What follows belongs to an exercise in optimizing a design on an open flow for small area and a short achievable clock period; a production flow would make more cautious choices.
Only simulation tests tie the RTL to the original design; equivalence was not proved.

==> flow/design.v (excerpt) <==
module HardCore (switches, instr, reset, inread, outend,
	display0, display1, display2, display3, display4, display5,
	display6, display7, clk, pc);
Size in the first run: roughly 8,500 cells after synthesis, roughly 1,700 flip-flops, ~140 I/O pins, roughly 100,000 sq um of cells after synthesis.
Settings: LEC_CHECK=0, ABC_AREA=1, CAP_MARGIN=20, CORE_MARGIN=2, CORE_UTILIZATION=50, CTS_BUF_LIST=sky130_fd_sc_hd__clkbuf_8, SLEW_MARGIN=20, SYNTH_HIERARCHICAL=1; clock period 70.0 ns.
standard.sh (not shown) runs the stock make flow with config.mk's settings and CLKGATE_MAP_FILE= SYNTH_SCRIPT=/design/flow/synth_recipe.tcl, a recipe that flattens the netlist after the stock synthesis.
==> flow/flow/run.sh <==
#!/bin/bash
# The standard layout (standard.sh, the standard flow's own ORFS run) with these changes:
#  - synthesis: flow/synth_pre.tcl is put in front of the standard flow's synthesis
#    script; it only changes ABC's mapping script (see there), so the
#    registers are the standard synthesis's;
#  - Yosys's adder step is off (ADDER_MAP_FILE empty): adders and compressor
#    trees stay plain gates for ABC instead of the slow fa/ha cells;
#  - ports are buffered with buf_4 instead of the default delay buffer;
#  - repair_timing aims for extra setup slack (SETUP_SLACK_MARGIN) so the
#    resizer works on the longest paths although the 70 ns clock is met.
# Clock, constraints and everything else are the standard flow's.
set -o pipefail
W=$(pwd)
{ sed "s#@W@#$W#g" flow/synth_pre.tcl; cat synth_recipe.tcl; } > "$W/synth_abc.tcl"
bash standard.sh SYNTH_SCRIPT="$W/synth_abc.tcl" ADDER_MAP_FILE= \
  "BUFFER_PORTS_ARGS=-buffer_cell sky130_fd_sc_hd__buf_4" \
  SETUP_SLACK_MARGIN=31.5 finish > standard_flow.log 2>&1
==> flow/flow/abc_fast.script <==
strash
&get -n
&st
&synch2
&if -g -K 6
&synch2
&if -g -K 6
&synch2
&put
dch -f
map -B 0.9
topo
stime -c
buffer -c
upsize -c
dnsize -c
==> flow/flow/abc_small.script <==
&get -n
&st
&dch
&nf -p -R 0
&put
topo
==> flow/flow/synth_pre.tcl <==
# Prepended to the standard flow's synthesis script. ORFS's synth.tcl calls abc once for
# the whole design; here the converter module BCD (kept as its own module by
# SYNTH_HIERARCHICAL 1 until the final flatten) is mapped with ORFS's
# delay-oriented area script and every other module with ABC's area-oriented
# &nf mapper.
proc abc {args} {
  set i [lsearch -exact $args -script]
  set fast $args
  set small $args
  lset fast [expr {$i + 1}] @W@/flow/abc_fast.script
  lset small [expr {$i + 1}] @W@/flow/abc_small.script
  yosys abc {*}$fast BCD
  yosys abc {*}$small HardCore Display
}
Change:
--- a/flow/flow/run.sh
+++ b/flow/flow/run.sh
@@ -15,3 +15,3 @@
 bash standard.sh SYNTH_SCRIPT="$W/synth_abc.tcl" ADDER_MAP_FILE= \
   "BUFFER_PORTS_ARGS=-buffer_cell sky130_fd_sc_hd__buf_4" \
-  SETUP_SLACK_MARGIN=31.5 finish > standard_flow.log 2>&1
+  SETUP_SLACK_MARGIN=33 finish > standard_flow.log 2>&1
==> flow/flow/synth_pre.tcl (replaced) <==
# Prepended to the standard flow's synthesis script. ORFS's synth.tcl calls abc once for
# the whole design; here the converter module BCD (kept as its own module by
# SYNTH_HIERARCHICAL 1 until the final flatten) is mapped for speed
# (abc_fast.script: ORFS's area script after SOP balancing) and every other
# module with ABC's area-oriented &nf mapper (abc_small.script).
proc abc {args} {
  set i [lsearch -exact $args -script]
  set fast $args
  set small $args
  lset fast [expr {$i + 1}] @W@/flow/abc_fast.script
  lset small [expr {$i + 1}] @W@/flow/abc_small.script
  yosys abc {*}$fast BCD
  yosys abc {*}$small HardCore Display
}
Settings changed: CTS_BUF_LIST sky130_fd_sc_hd__clkbuf_8 to sky130_fd_sc_hd__clkbuf_16, CTS_CLUSTER_DIAMETER from default to 80, CTS_CLUSTER_SIZE from default to 20.
Design area goes down by 0.76%; wire length goes up by 0.78%; register-to-register slack gains 0.76 ns; area after synthesis is unchanged; cell count goes down by 2.5%; global-route usage stays flat.
Change:
==> flow/flow/synth_pre.tcl (replaced) <==
# Prepended to the standard flow's synthesis script. ORFS's synth.tcl calls abc once for
# the whole design; here the converter module BCD (kept as its own module by
# SYNTH_HIERARCHICAL 1 until the final flatten) is mapped with ORFS's
# delay-oriented area script and every other module with ABC's area-oriented
# &nf mapper.
proc abc {args} {
  set i [lsearch -exact $args -script]
  set fast $args
  set small $args
  lset fast [expr {$i + 1}] @W@/flow/abc_fast.script
  lset small [expr {$i + 1}] @W@/flow/abc_small.script
  yosys abc {*}$fast BCD
  yosys abc {*}$small HardCore Display
}
Settings changed: CTS_CLUSTER_DIAMETER 80 to 100, CTS_CLUSTER_SIZE 20 to 30.
=>
- design area decreases slightly
- fmax barely changes
- final cell count falls slightly
- wire length went down slightly
- worst setup slack got worse by 0.051 ns

-- re-timing with driven ports --
No port has a modelled driver above. Below, the same layouts with a new extraction and two added sets of constraints. Step 1: set_driving_cell puts a clkbuf_16 on clk and a buf_2 on each other input, an assumption about the parent block. Step 2 times the ports against the registers' clock, not the clock port: input delays grow and output delays shrink by t, the midpoint of the rising clock arrivals with the driver on. Three values: ideal, step 1, step 2; two values: the first two.
run | t (ns) | setup slack, ns | worst setup path after step 2 | worst data-port slew with drivers (ns)
the first run | 1.147 | 32.148 / 32.100 / 32.100 | input to output | 0.16
the second run | 0.885 | 33.513 / 33.307 / 33.307 | input to output | 0.25
the third run | 0.865 | 33.462 / 33.239 / 33.239 | input to output | 0.27
After both steps every run listed still meets setup and hold. The setup slack of the third run, which loses most, moves by -0.223 ns with the drivers and by -0.223 ns with both steps.
